What follows belongs to an exercise in optimizing a design on an open flow for small area, a short achievable clock period and few clock cycles; a production flow would make more cautious choices. Function was not checked in any run shown here: the RTL went through the layout flow alone.

==> flow/design.v (outline; a module is shown in full before it is edited, if it fits) <==
// module fundamental_milestone: 1473 lines
// module m1_fa: 4 lines
// module m1_ha: 4 lines
module fundamental_milestone (
		input logic Clock_50,
		input logic Resetn,
		input logic m1_enable,
		input logic [15:0] SRAM_read_data,
		output logic [15:0] SRAM_write_data,
		output logic SRAM_we_n,
		output logic [17:0] SRAM_address,
		output logic m1_disable
		);
  // ...
==> flow/flow/run.sh <==
#!/bin/bash
set -euo pipefail
cat >> config.mk <<'EOC'
export SETUP_SLACK_MARGIN = 11.8
EOC
bash standard.sh > standard.log 2>&1
==> flow/standard.sh <==
#!/bin/bash
# synth_recipe.tcl (not shown) runs the flow's synth.tcl, then flattens the netlist and writes it again
# the make line also repeats each setting of config.mk as NAME=value (left out here)
make -C /OpenROAD-flow-scripts/flow DESIGN_CONFIG=/design/flow/config.mk WORK_HOME=/design/flow/orfs CLKGATE_MAP_FILE= SYNTH_SCRIPT=/design/flow/synth_recipe.tcl "${@:-finish}"
==> flow/config.mk <==
export PLATFORM = sky130hd
export DESIGN_NAME = fundamental_milestone
export DESIGN_NICKNAME = fundamental_milestone
export VERILOG_FILES = /design/flow/design.v
export SDC_FILE = /design/flow/constraint.sdc
export NUM_CORES = 4
export LEC_CHECK = 0
export CAP_MARGIN = 20
export CORE_MARGIN = 2
export CORE_UTILIZATION = 40
export PLACE_DENSITY = 0.6
export SLEW_MARGIN = 20
export SYNTH_HIERARCHICAL = 1
export SYNTH_MINIMUM_KEEP_SIZE = 0
export SETUP_SLACK_MARGIN = 11.8
==> flow/constraint.sdc <==
create_clock -name core_clock -period 16.0 [get_ports {Clock_50}]
set_input_delay 3.2000 -clock core_clock [delete_from_list [all_inputs] [get_ports {Clock_50}]]
set_output_delay 3.2000 -clock core_clock [all_outputs]
set_load 0.01 [all_outputs]
==> results.yml, run 1 <==
outcome:
  status: "timing/DRC/antenna clean"
final_layout:
  fin_area_um2: 27290
  clkbuf_count: 71
  nets: 2557
  regArea_um2: 9463
  areaGrowthSynthToFinish_pct: 14.89
  multi_input_area_um2: 13520
worst_setup_path:
  cp_slowest_stage_delay_ns: 0.54
  critical_path_depth: 1
  path_buf_inv: 1
  end_kind: "output pin"
detailed_routing:
  vias: 15020
  dr_wl_met3_um: 1898
  met1_length_um: 24300
  wirelength_um: 54710
grt:
  grt_util_all_layers_pct: 18.37
  use_met1_pct: 24.43
  met3_usage_pct: 2.379
  grt_first_pass_wirelength_um: 87640
synth:
  synth_fa_ha_area_share_pct: 33.38
  synthMuxAreaShare_pct: 4.914
  yosys_warnings: 7
  synth.area.top_cells: "fa_1 24%, edfxtp_1 20%, dfxtp_1 18%, ha_1 9.0%, inv_1 3.4%"
  syn-cell-area_um2: 23750
  synth_edf_count: 156
  synthSimpleGateAreaFrac_pct: 7.411
  yosysTopAreaCellShare_pct: 23.77
clock_tree:
  cts.sinks: 386
  clk_pin_slew_ns: 0.06
  htreeDepth: 2
  numCtsBuffers: 44
job:
  maxCapViolations: 0
sta:
  holdWs_ns: 0.4077
  finClkSkew_ns: 0.03700
  fmax_ghz: 0.2255
placed_design:
  placement.io_buffers: 54
==> inputs of run 2 (changes only) <==
--- a/flow/design.v
+++ b/flow/design.v
@@ -85,30 +85,119 @@
 		output logic m1_disable
 		);
 logic        running;
 logic [3:0]  ph;         
 logic [1:0]  warm;       
 logic [6:0]  col;        
 logic        wr_en;
 assign wr_en = (warm == 2'd3);
-logic [15:0] yp;
 logic [16:0] up;
+logic [16:0] ya;       
 logic [17:0] wp;
 logic [17:0] inc;
 logic [7:0]  us0, us1, us2, us3, us4, us5, us6;    
 logic [7:0]  vs0, vs1, vs2, vs3, vs4, vs5, vs6;    
 logic [15:0] ybuf;
+logic        u_en, u_ld, v_en, v_ld;    
 logic [9:0]  fu, fv;            
 logic [7:0]  px_y;
 logic [9:0]  px_u, px_v;        
 logic [10:0] r_a, r_b, g_a, g_b, b_a, b_b;
 logic        r_c, g_c, b_c;
 logic [8:0]  p1, p2, p3;        
 logic [7:0]  hold;
+wire ya_0 = up[1] ^ 1'b1;
+wire ya_1 = up[1] & 1'b1;
+wire ya_2 = up[2] ^ 1'b1;
+wire ya_3 = up[2] & 1'b1;
+wire ya_4 = up[3] ^ 1'b1;
+wire ya_5 = up[3] & 1'b1;
+wire ya_6 = up[4] ^ 1'b1;
+wire ya_7 = up[4] & 1'b1;
+wire ya_8 = up[5] ^ 1'b1;
+wire ya_9 = up[5] & 1'b1;
+wire ya_10 = up[6] ^ 1'b1;
+wire ya_11 = up[6] & 1'b1;
+wire ya_12 = up[7] ^ 1'b1;
+wire ya_13 = up[7] & 1'b1;
+wire ya_14 = up[8] ^ 1'b1;
+wire ya_15 = up[8] & 1'b1;
+wire ya_16 = up[11] ^ 1'b1;
+wire ya_17 = up[11] & 1'b1;
+wire ya_18 = up[13] ^ 1'b1;
+wire ya_19 = up[13] & 1'b1;
+wire ya_20 = up[14] ^ 1'b1;
+wire ya_21 = up[14] & 1'b1;
+wire ya_22 = up[16] ^ 1'b1;
+wire ya_23 = up[16] & 1'b1;
+wire ya_24 = ya_3 | (ya_2 & ya_1);
+wire ya_25 = ya_2 & ya_0;
+wire ya_26 = ya_7 | (ya_6 & ya_5);
+wire ya_27 = ya_6 & ya_4;
+wire ya_28 = ya_11 | (ya_10 & ya_9);
+wire ya_29 = ya_10 & ya_8;
+wire ya_30 = ya_15 | (ya_14 & ya_13);
+wire ya_31 = ya_14 & ya_12;
+wire ya_32 = up[10] & up[9];
+wire ya_33 = up[12] & ya_17;
+wire ya_34 = up[12] & ya_16;
+wire ya_35 = ya_21 | (ya_20 & ya_19);
+wire ya_36 = ya_20 & ya_18;
+wire ya_37 = ya_22 & up[15];
+wire ya_38 = ya_9 | (ya_8 & ya_26);
+wire ya_39 = ya_8 & ya_27;
+wire ya_40 = ya_28 | (ya_29 & ya_26);
+wire ya_41 = ya_29 & ya_27;
+wire ya_42 = up[9] & ya_30;
+wire ya_43 = up[9] & ya_31;
+wire ya_44 = ya_32 & ya_30;
+wire ya_45 = ya_32 & ya_31;
+wire ya_46 = ya_19 | (ya_18 & ya_33);
+wire ya_47 = ya_18 & ya_34;
+wire ya_48 = ya_35 | (ya_36 & ya_33);
+wire ya_49 = ya_36 & ya_34;
+wire ya_50 = ya_5 | (ya_4 & ya_24);
+wire ya_51 = ya_26 | (ya_27 & ya_24);
+wire ya_52 = ya_38 | (ya_39 & ya_24);
+wire ya_53 = ya_40 | (ya_41 & ya_24);
+wire ya_54 = ya_17 | (ya_16 & ya_44);
+wire ya_55 = ya_16 & ya_45;
+wire ya_56 = ya_33 | (ya_34 & ya_44);
+wire ya_57 = ya_34 & ya_45;
+wire ya_58 = ya_46 | (ya_47 & ya_44);
+wire ya_59 = ya_47 & ya_45;
+wire ya_60 = ya_48 | (ya_49 & ya_44);
+wire ya_61 = ya_49 & ya_45;
+wire ya_62 = ya_13 | (ya_12 & ya_53);
+wire ya_63 = ya_30 | (ya_31 & ya_53);
+wire ya_64 = ya_42 | (ya_43 & ya_53);
+wire ya_65 = ya_44 | (ya_45 & ya_53);
+wire ya_66 = ya_54 | (ya_55 & ya_53);
+wire ya_67 = ya_56 | (ya_57 & ya_53);
+wire ya_68 = ya_58 | (ya_59 & ya_53);
+wire ya_69 = ya_60 | (ya_61 & ya_53);
+wire ya_70 = up[15] & ya_69;
+wire ya_71 = ya_23 | (ya_37 & ya_69);
+wire ya_72 = ya_2 ^ ya_1;
+wire ya_73 = ya_4 ^ ya_24;
+wire ya_74 = ya_6 ^ ya_50;
+wire ya_75 = ya_8 ^ ya_51;
+wire ya_76 = ya_10 ^ ya_52;
+wire ya_77 = ya_12 ^ ya_53;
+wire ya_78 = ya_14 ^ ya_62;
+wire ya_79 = up[9] ^ ya_63;
+wire ya_80 = up[10] ^ ya_64;
+wire ya_81 = ya_16 ^ ya_65;
+wire ya_82 = up[12] ^ ya_66;
+wire ya_83 = ya_18 ^ ya_67;
+wire ya_84 = ya_20 ^ ya_68;
+wire ya_85 = up[15] ^ ya_69;
+wire ya_86 = ya_22 ^ ya_70;
+assign ya = {ya_86, ya_85, ya_84, ya_83, ya_82, ya_81, ya_80, ya_79, ya_78, ya_77, ya_76, ya_75, ya_74, ya_73, ya_72, ya_0, up[0]};
 logic [17:0] icy;
 always_comb begin
 	icy[0] = 1'b1;
 	for (int i = 1; i < 18; i++) icy[i] = icy[i-1] & SRAM_address[i-1];
 	inc = SRAM_address ^ icy;
 end
 logic        f_isv, f_pre;
 logic        c01, c02, c12, c32, c43, c42, c54, c53, c52;    
@@ -1497,41 +1586,43 @@
 				m1_disable <= 1'b1;
 				running <= 1'b0;
 			end
 		end
 	end
 end
 always_ff @(posedge Clock_50) begin
 	if (!running) begin
-		yp <= 16'hFFFD;
 		up <= 17'd38400;
 		wp <= 18'd146944;
 		SRAM_address <= 18'd57600;
 	end else begin
 		case (ph)
 			4'd9: SRAM_address <= {1'b0, up};
-			4'd0, 4'd4: SRAM_address <= {2'b00, yp};
+			4'd0, 4'd4: SRAM_address <= {ya, (ph == 4'd0)};    
 			4'd5: SRAM_address <= {1'b0, up[16:8] + 9'h4B, up[7:0]};    
 			4'd1, 4'd6: SRAM_address <= wp;
 			default: SRAM_address <= inc;
 		endcase
 		if (ph == 4'd0) up <= inc[16:0];
-		if (ph == 4'd1 || ph == 4'd5) yp <= inc[15:0];
 		if ((ph == 4'd4 || ph == 4'd9) && wr_en) wp <= inc;
 	end
 	if (ph == 4'd3 || ph == 4'd7) ybuf <= SRAM_read_data;
-	if (ph == 4'd2 || ph == 4'd3) begin
+	u_en <= (ph == 4'd1) || (ph == 4'd2);
+	u_ld <= (ph == 4'd1);
+	v_en <= (ph == 4'd0) || (ph == 4'd7);
+	v_ld <= (ph == 4'd7);
+	if (u_en) begin
 		us0 <= us1; us1 <= us2; us2 <= us3; us3 <= us4; us4 <= us5;
-		us5 <= (ph == 4'd2) ? SRAM_read_data[15:8] : us6;
+		us5 <= u_ld ? SRAM_read_data[15:8] : us6;
 		us6 <= SRAM_read_data[7:0];
 	end
-	if (ph == 4'd1 || ph == 4'd8) begin
+	if (v_en) begin
 		vs0 <= vs1; vs1 <= vs2; vs2 <= vs3; vs3 <= vs4; vs4 <= vs5;
-		vs5 <= (ph == 4'd8) ? SRAM_read_data[15:8] : vs6;
+		vs5 <= v_ld ? SRAM_read_data[15:8] : vs6;
 		vs6 <= SRAM_read_data[7:0];
 	end
 	p1 <= p1_d; p2 <= p2_d; p3 <= p3_d;
 	if (ph == 4'd4 || ph == 4'd6) fu <= fout;
 	if (ph == 4'd2 || ph == 4'd8) fv <= fout;
 	case (ph)
 		4'd9: begin px_y <= ybuf[15:8]; px_u <= {2'b00, us2}; px_v <= {2'b00, vs1}; end
 		4'd4: begin px_y <= ybuf[15:8]; px_u <= {2'b00, us1}; px_v <= {2'b00, vs1}; end
==> results.yml, run 2 <==
floorplan:
  die_w_um: 246.7
  start_util_pct: 40.67
  dieArea_um2: 60850
  core_um2: 57920
  die_h_um: 246.7
  num_io_pins: 55
  rows: 88
worst_setup_path:
  reg2reg_slack_ns: 11.78
  end_kind: "output pin"
  timing.rr.end: "fu[8]"
  crit_required_ns: 12.80
  path_buf_inv: 1
  timing.rr.start: "p1[7]"
  crit_fanout: 1
  cp_cell_sequence: "buf_6"
  path_delay_family: "flip-flops"
  cp_slowest_cell: "dfstp_2"
  crit_arrival_ns: 1.22
  start_kind: "flop"
  cp_slowest_stage_delay_ns: 0.53
  worstSetupPathType: "flop to output pin"
  reg2reg_depth: 13
worst_hold_path:
  hold_start: "fv[9]"
  hold_path.class: "flop to flop"
  hold_depth: 1
  hold_end: "px_v[9]"
sta:
  max_slew_margin_pct: 30.42
  finalHoldViolations: 0
  period_share_pct: 27.60
  min_period_ns: 4.416
  worst_pin_slew_ns: 1.038
  finClkSkew_ns: 0.02528
  setup_viol: 0
  tns_ns: 0
  rsz0062_at_grt: "true"
  fmax_ghz: 0.2264
  drv_slew: 0
detailed_routing:
  drt-pass1-iter-count: 6
  viasPerCell: 5.213
  drc: 0
  drtAntennaViolNets: 0
  wirelength_um: 55380
  post_drt_wl_per_cell_um: 19.06
  vias: 15150
  drt_iter0_drc: 1052
clock_tree:
  cts.sinks: 374
  root_buffer: "clkbuf_16"
  clk_pin_slew_ns: 0.06
  ctsHoldBuffers: 0
  clk-insertion-delay-late_ns: 0.58
  cts.path.max_buffers: 3
  numCtsBuffers: 44
  htreeDepth: 2
  cts_tree: "yes"
grt:
  antenna_found_initial: 0
  grt_max_degree: 57
  grt_pass1_vias: 16050
  grt_first_pass_wirelength_um: 87400
  grt-ovfl-total: 0
  grt_util_all_layers_pct: 18.44
synth:
  avgSynthCellArea_um2: 11.93
  ys_types: 69
  synth_edf_count: 156
  ys_ff_latch: 374
  yosys_warnings: 7
  ys_async_sr_fraction_pct: 4.278
  synth.most_common_cell: "fa_1"
  yosysTopAreaCell: "fa_1"
  yosysTopAreaCellShare_pct: 23.97
  syn-cell-area_um2: 23560
  syn-instance-count: 1975
  synthFlopType: "dfxtp_1"
  ys_seq_area_share_pct: 38.76
  synthTopCellsByCount: "282 x fa_1, 226 x inv_1, 202 x dfxtp_1, 174 x ha_1, 165 x nand2_1"
  synth.area.top_cells: "fa_1 24%, edfxtp_1 20%, dfxtp_1 17%, ha_1 9.2%, inv_1 3.6%"
  syn_nets: 2450
placed_design:
  post-dp-hpwl_um: 40910
  placement.io_buffers: 54
  gp_congestion: 0.8707
  dpl_cell_area_um2: 25000
final_layout:
  nets: 2581
  final_cell_mix: "272 x fa_1, 218 x inv_1, 167 x ha_1"
  layout_commonest_cell: "fa_1"
  reg_top3: "SRAM_address: 18 flops, wp: 18 flops, up: 17 flops"
  fin_area_um2: 27190
  fill_cells: 5271
  postLayoutCoreUtil_pct: 46.95
  areaGrowthSynthToFinish_pct: 15.44
  final_layout_size_suffix_gt1_share_pct: 16.96
job:
  maxCapViolations: 0
outcome:
  status: "timing/DRC/antenna clean"
## run 2: cell count changes after synthesis, sizes merged, moves of 10 or more
cell,previous run,this run
dfxtp,214,202
a21oi,60,76
o211ai,14,26
xnor2,21,31
nand3,29,18
nand2,189,165
## run 2: per-layer routing
metal,global-route usage [%],wire (um),share of wire (%),vias up
met2,32.05,27970,50,355
met4,4.713,1171,2.1,0
met3,3.017,2378,4.3,87
met1,23.93,23870,43,7673
met5,0,0,0,-
li1,-,-,-,7034
## run 2: area by class of cell
| class | count | area (um^2) | area share, % |
|---|---|---|---|
| Antenna cell | 1 | 2.502 | 0.009202 |
| Clock buffer | 50 | 1144 | 4.205 |
| Clock inverter | 30 | 222.7 | 0.8190 |
| Inverter | 228 | 878.3 | 3.230 |
| Multi-Input combinational cell | 1316 | 13540 | 49.77 |
| Sequential cell | 374 | 9245 | 34.00 |
| Tap cell | 765 | 957.2 | 3.520 |
| Timing Repair Buffer | 142 | 1209 | 4.445 |
## run 2: cell families after synthesis
logic type,after synthesis,share of synthesized area (%)
fa+ha+maj,473,33.96
xor+xnor,54,2.008
simple gates,371,7.032
buf+inv,285,4.568
compound gates,324,8.722
mux,94,4.956
flops,374,38.76
## run 2: Yosys stat by module (local to each module, per instance)
module / cell area, um^2 / cells / flip-flops and latches / times used
fundamental_milestone: 17690 / 1662 / 374 / 1
m1_fa: 20.02 / 1 / 0 / 260
m1_ha: 12.51 / 1 / 0 / 53
## run 2: worst max path at each step
stage	startpoint	endpoint	slack (ns)	depth (start not counted)
3_5_place_dp	px_y[0]	r_c	11.39	9
5_1_grt	SRAM_we_n	SRAM_we_n	11.55	1
6_report	SRAM_we_n	SRAM_we_n	11.58	1
2_1_floorplan	px_y[0]	r_c	11.82	9
3_3_place_gp	px_y[0]	r_c	11.45	9
4_1_cts	SRAM_we_n	SRAM_we_n	11.55	1
## run 2: per-stage QoR
stage          worst slack (ns)  hold slack (ns)  std cells
2_1_floorplan             11.82           0.4155       1975
3_3_place_gp              11.45           0.4244       2755
3_5_place_dp              11.39           0.4254       2755
4_1_cts                   11.55           0.4210       2864
5_1_grt                   11.55           0.4341       2905
6_report                  11.58           0.4173       2906
## run 2: timing repair
item / 4_1_cts / 5_1_grt
buffers inserted: 29 / 41
setup endpoints to repair: 53 / 64
gates resized for setup: 219 / 64
pin swaps: 4 / 33
## run 2: worst register-to-register path, stage by stage (launching register included)
cell,delay (ns)
dfxtp_4,0.36
ha_4,0.24
fa_1,0.51
fa_2,0.46
fa_2,0.55
fa_1,0.43
o22a_1,0.22
a32oi_1,0.18
o21a_2,0.22
buf_6,0.10
o211ai_1,0.08
buf_4,0.18
a311oi_2,0.31
xnor2_1,0.14
==> inputs of run 3 (changes only) <==
--- a/flow/config.mk
+++ b/flow/config.mk
@@ -9,4 +9,6 @@
 export CORE_MARGIN = 2
 export CORE_UTILIZATION = 40
+export CTS_CLUSTER_DIAMETER = 50
+export CTS_CLUSTER_SIZE = 24
 export PLACE_DENSITY = 0.6
 export SLEW_MARGIN = 20
==> results.yml, run 3 <==
worst_setup_path:
  timing.rr.end: "fv[8]"
  cp-startpoint: "SRAM_we_n"
  path_buf_inv: 1
  worstSetupPathType: "flop to output pin"
  crit_fanout: 1
  path_delay_family: "flip-flops"
  cp_cell_sequence: "buf_6"
  start_kind: "flop"
  crit_required_ns: 12.80
  cp_slowest_cell: "dfstp_2"
  crit_arrival_ns: 1.22
  end_kind: "output pin"
  reg2reg_depth: 13
  cp_slowest_stage_delay_ns: 0.54
  reg2reg_slack_ns: 11.79
  timing.rr.start: "p1[5]"
grt:
  grt_first_pass_wirelength_um: 87490
  grt-ovfl-total: 0
  grt_util_all_layers_pct: 18.45
  antenna_found_initial: 0
  grt_max_degree: 57
  grt_pass1_vias: 15990
clock_tree:
  cts.sinks: 374
  htreeDepth: 2
  root_buffer: "clkbuf_16"
  clk-insertion-delay-late_ns: 0.58
  cts_tree: "yes"
  ctsHoldBuffers: 0
  clk_pin_slew_ns: 0.08
  cts.path.max_buffers: 3
  numCtsBuffers: 41
synth:
  syn-cell-area_um2: 23560
  synth_edf_count: 156
  yosys_warnings: 7
  synthFlopType: "dfxtp_1"
  yosysTopAreaCellShare_pct: 23.97
  synth.area.top_cells: "fa_1 24%, edfxtp_1 20%, dfxtp_1 17%, ha_1 9.2%, inv_1 3.6%"
  yosysTopAreaCell: "fa_1"
  ys_types: 69
  avgSynthCellArea_um2: 11.93
  syn_nets: 2450
  ys_seq_area_share_pct: 38.76
  synth.most_common_cell: "fa_1"
  synthTopCellsByCount: "282 x fa_1, 226 x inv_1, 202 x dfxtp_1, 174 x ha_1, 165 x nand2_1"
  ys_ff_latch: 374
  syn-instance-count: 1975
  ys_async_sr_fraction_pct: 4.278
sta:
  period_share_pct: 27.65
  setup_viol: 0
  finalHoldViolations: 0
  fmax_ghz: 0.2260
  rsz0062_at_grt: "true"
  tns_ns: 0
  drv_slew: 0
  worst_pin_slew_ns: 0.9931
  min_period_ns: 4.424
  finClkSkew_ns: 0.04626
  max_slew_margin_pct: 33.43
detailed_routing:
  drt_iter0_drc: 1025
  drt-pass1-iter-count: 6
  vias: 15060
  drc: 0
  post_drt_wl_per_cell_um: 18.99
  drtAntennaViolNets: 0
  viasPerCell: 5.198
  wirelength_um: 55020
placed_design:
  place_inst: 2755
  placement.io_buffers: 54
  dpl_cell_area_um2: 25000
  gp_congestion: 0.8707
  post-dp-hpwl_um: 40910
worst_hold_path:
  hold_depth: 1
  hold_start: "fv[9]"
  hold_path.class: "flop to flop"
  hold_end: "px_v[9]"
final_layout:
  layout_commonest_cell: "fa_1"
  areaGrowthSynthToFinish_pct: 15.52
  nets: 2574
  fin_area_um2: 27210
  fin_cells: 2898
  final_cell_mix: "276 x fa_1, 219 x inv_1, 166 x ha_1"
  reg_top3: "SRAM_address: 18 flops, wp: 18 flops, up: 17 flops"
  final_layout_size_suffix_gt1_share_pct: 16.56
floorplan:
  die_w_um: 246.7
  num_io_pins: 55
  start_util_pct: 40.67
  rows: 88
  die_h_um: 246.7
  dieArea_um2: 60850
  core_um2: 57920
outcome:
  status: "timing/DRC/antenna clean"
job:
  maxCapViolations: 0
run 3: cell families (layout without fill, tap and decap cells):
kind of cell,count (synthesis),after routing,share of synthesized area [%]
adders and majority gates,473,473,33.96
DFF,374,374,38.76
muxes,94,94,4.956
buffers and inverters,285,442,4.568
AOI/OAI and AO/OA,324,324,8.722
xor gates and xnor gates,54,54,2.008
and+or+nand+nor,371,371,7.032
other,0,1,0
run 3: Yosys stat by module (local to each module, per instance):
module                 cells  times used  area, um^2  flops+latches
m1_fa                      1         260       20.02              0
m1_ha                      1          53       12.51              0
fundamental_milestone   1662           1       17690            374
run 3: metrics by stage:
| step | setup WS [ns] | hold slack [ns] | util (%) |
|---|---|---|---|
| final | 11.58 | 0.4059 | 46.99 |
| after floorplan | 11.82 | 0.4155 | - |
| after global placement | 11.45 | 0.4244 | 43.16 |
| after global routing | 11.56 | 0.4312 | 46.98 |
| after CTS | 11.55 | 0.4041 | 46.22 |
| after detailed placement | 11.39 | 0.4254 | 43.16 |
run 3: metal layers:
layer,vias to the layer above,global-route usage [%],wire [um]
li1,7031,-,-
met5,-,0,0
met1,7630,23.88,23420
met2,320,32.17,27990
met4,0,4.819,1158
met3,83,2.909,2451
run 3: repair_timing:
| item | in CTS | in global routing |
|---|---|---|
| buffers inserted | 29 | 37 |
| resized for setup | 221 | 44 |
| pin swaps | 10 | 20 |
| setup endpoints to repair | 51 | 62 |
| cloned | 0 | 0 |
run 3: how the worst max path moves through the flow:
stage | slack [ns] | depth (start not counted) | end
2_1_floorplan | 11.82 | 9 | r_c
3_3_place_gp | 11.45 | 9 | r_c
3_5_place_dp | 11.39 | 9 | r_c
4_1_cts | 11.55 | 1 | SRAM_we_n
5_1_grt | 11.56 | 1 | SRAM_we_n
6_report | 11.58 | 1 | SRAM_we_n
run 3: cell type report:
type	instances	area [um^2]
fill	5279	30700
clock buffer	42	1051
clock inverter	34	422.9
sequential	374	9234
tap	765	957.2
inverter	228	878.3
timing repair buffer	138	1171
antenna	1	2.502
multi-input combinational	1316	13500
==> inputs of run 4 (changes only) <==
--- a/flow/config.mk
+++ b/flow/config.mk
@@ -9,6 +9,6 @@
 export CORE_MARGIN = 2
 export CORE_UTILIZATION = 40
-export CTS_CLUSTER_DIAMETER = 50
-export CTS_CLUSTER_SIZE = 24
+export CTS_CLUSTER_DIAMETER = 60
+export CTS_CLUSTER_SIZE = 30
 export PLACE_DENSITY = 0.6
 export SLEW_MARGIN = 20
==> results.yml, run 4 <==
sta:
  max_slew_margin_pct: 33.79
  worst_pin_slew_ns: 0.9887
  holdWs_ns: 0.4413
  min_period_ns: 4.416
  drv_slew: 0
  rsz0062_at_grt: "true"
  setup_viol: 0
  fmax_ghz: 0.2264
  tns_ns: 0
  period_share_pct: 27.60
  timing.final.ws_setup_ns: 11.58
  finClkSkew_ns: 0.02508
  finalHoldViolations: 0
grt:
  grt_max_degree: 57
  grt-ovfl-total: 0
  grt_pass1_vias: 15910
  grt_first_pass_wirelength_um: 87260
  grt_util_all_layers_pct: 18.43
  antenna_found_initial: 1
worst_setup_path:
  path_delay_family: "flip-flops"
  cp_cell_sequence: "buf_6"
  start_kind: "flop"
  cp_slowest_stage_delay_ns: 0.55
  path_buf_inv: 1
  crit_arrival_ns: 1.22
  worstSetupPathType: "flop to output pin"
  cp_slowest_cell: "dfstp_2"
  crit_fanout: 1
  crit_required_ns: 12.80
  end_kind: "output pin"
synth:
  yosys_warnings: 7
  yosysTopAreaCell: "fa_1"
  syn_nets: 2450
  synth.area.top_cells: "fa_1 24%, edfxtp_1 20%, dfxtp_1 17%, ha_1 9.2%, inv_1 3.6%"
  synth.most_common_cell: "fa_1"
  syn-instance-count: 1975
  synthFlopType: "dfxtp_1"
  avgSynthCellArea_um2: 11.93
  syn-cell-area_um2: 23560
  synth_edf_count: 156
  ys_async_sr_fraction_pct: 4.278
  ys_types: 69
  ys_ff_latch: 374
  yosysTopAreaCellShare_pct: 23.97
  ys_seq_area_share_pct: 38.76
  synthTopCellsByCount: "282 x fa_1, 226 x inv_1, 202 x dfxtp_1, 174 x ha_1, 165 x nand2_1"
clock_tree:
  cts_tree: "yes"
  root_buffer: "clkbuf_16"
  clk_pin_slew_ns: 0.09
  htreeDepth: 2
  cts.path.max_buffers: 3
  ctsHoldBuffers: 0
  cts.sinks: 374
  clk-insertion-delay-late_ns: 0.57
  numCtsBuffers: 34
floorplan:
  num_io_pins: 55
  core_um2: 57920
  die_w_um: 246.7
  rows: 88
  start_util_pct: 40.67
  dieArea_um2: 60850
  die_h_um: 246.7
outcome:
  status: "timing/DRC/antenna clean"
final_layout:
  postLayoutCoreUtil_pct: 46.48
  areaGrowthSynthToFinish_pct: 14.27
  reg_top3: "SRAM_address: 18 flops, wp: 18 flops, up: 17 flops"
  multi_input_area_um2: 13510
  final_layout_size_suffix_gt1_share_pct: 16.04
  nets: 2563
  fill_cells: 5298
  regArea_um2: 9245
  layout_commonest_cell: "fa_1"
  final_cell_mix: "274 x fa_1, 220 x inv_1, 167 x ha_1"
  fin_area_um2: 26920
detailed_routing:
  wirelength_um: 55130
  drt-pass1-iter-count: 6
  vias: 15010
  viasPerCell: 5.212
  drt_iter0_drc: 1055
  drc: 0
  drtAntennaViolNets: 0
  post_drt_wl_per_cell_um: 19.14
placed_design:
  post-dp-hpwl_um: 40910
  placement.io_buffers: 54
  dp_slack_ns: 11.39
  gp_congestion: 0.8707
  dpl_cell_area_um2: 25000
job:
  maxCapViolations: 0
worst_hold_path:
  hold_path.class: "flop to flop"
run 4: cell counts after synthesis:
Identical to the previous run, type by type.
run 4: final timing paths:
path	slack, ns	start	end	cells after the start
worst min-delay path	0.44	fu[5]	px_u[5]	2
worst max register to register	11.88	p1[6]	fv[7]	12
max in group asynchronous	12.38	Resetn	running	1
worst max-delay path	11.58	SRAM_we_n	SRAM_we_n	1
min in group asynchronous	3.10	Resetn	m1_disable	1
worst min register to register	0.44	fu[5]	px_u[5]	2
run 4: routing by layer:
| metal | vias up | GRT usage (%) | part of all wire (%) |
|---|---|---|---|
| li1 | 6989 | - | - |
| met1 | 7614 | 23.94 | 43 |
| met2 | 343 | 32.34 | 51 |
| met3 | 64 | 2.811 | 4.6 |
| met4 | 0 | 4.359 | 1.7 |
| met5 | - | 0 | 0 |
run 4: worst register-to-register path, cell delays in order (launching register included):
cell      delay (ns)
dfxtp_4         0.38
ha_4            0.16
fa_1            0.44
fa_1            0.46
fa_1            0.51
fa_1            0.59
inv_1           0.06
ha_1            0.21
or3_4           0.42
o211ai_1        0.17
buf_4           0.17
a31oi_2         0.11
xnor2_2         0.17
run 4: per-module statistics from Yosys, one instance, submodules excluded:
module                 times used  cells  flops+latches  cell area (um^2)
m1_ha                          53      1              0             12.51
fundamental_milestone           1   1662            374             17690
m1_fa                         260      1              0             20.02
run 4: cells by family (layout without fill, tap and decap cells):
| logic type | count (synthesis) | in the layout | synth area share [%] |
|---|---|---|---|
| fa+ha+maj | 473 | 473 | 33.96 |
| mux | 94 | 94 | 4.956 |
| xor+xnor | 54 | 54 | 2.008 |
| buf+inv | 285 | 424 | 4.568 |
| flops | 374 | 374 | 38.76 |
| simple gates | 371 | 371 | 7.032 |
| other cells | 0 | 1 | 0 |
| compound gates | 324 | 324 | 8.722 |
run 4: layout make-up:
cell class                 count  area share [%]
antenna                        1        0.009297
clock buffer                  37           3.319
clock inverter                25           1.111
inverter                     228           3.263
multi-input combinational   1316           50.19
sequential                   374           34.35
tap                          765           3.556
timing repair buffer         134           4.202
run 4: metrics by stage:
stage | std cells
final | 2880
after global placement | 2755
after global routing | 2879
after detailed placement | 2755
after CTS | 2846
after floorplan | 1975
run 4: what timing repair did:
item / 4_1_cts / 5_1_grt
resized for setup: 223 / 47
endpoints found under the setup margin: 53 / 63
setup buffers: 29 / 33
pin swaps: 4 / 19

==> static timing again, ports no longer ideal <==
The results above use ideal ports. As a check the final layouts listed here were re-extracted and re-timed, cells and wires unchanged. Step 1 sets driving cells, clkbuf_16 on the clock port and buf_2 on the other inputs (assumed; they add their load-dependent delay and slew). Step 2 also shifts input and output timing later by t, the mid clock arrival at the registers, as if the neighbouring blocks saw the same clock. Slacks: ideal ports / drivers / drivers and shift; pairs: ideal ports / drivers.
| run | shift t [ns] | slack for setup (ns) | hold slack, ns | worst setup path after step 2 |
|---|---|---|---|---|
| run 1 | 0.630 | 11.566 / 11.508 / 11.430 | 0.408 / 0.408 / 0.408 | input to register |
| run 2 | 0.634 | 11.584 / 11.522 / 11.431 | 0.417 / 0.417 / 0.417 | input to register |
| run 3 | 0.620 | 11.576 / 11.516 / 11.429 | 0.406 / 0.406 / 0.406 | input to register |
| run 4 | 0.617 | 11.584 / 11.521 / 11.449 | 0.441 / 0.441 / 0.441 | input to register |
After both steps every run listed still meets setup and hold. The setup slack of run 2, which loses most, moves by -0.062 ns with the drivers and by -0.153 ns with both steps.
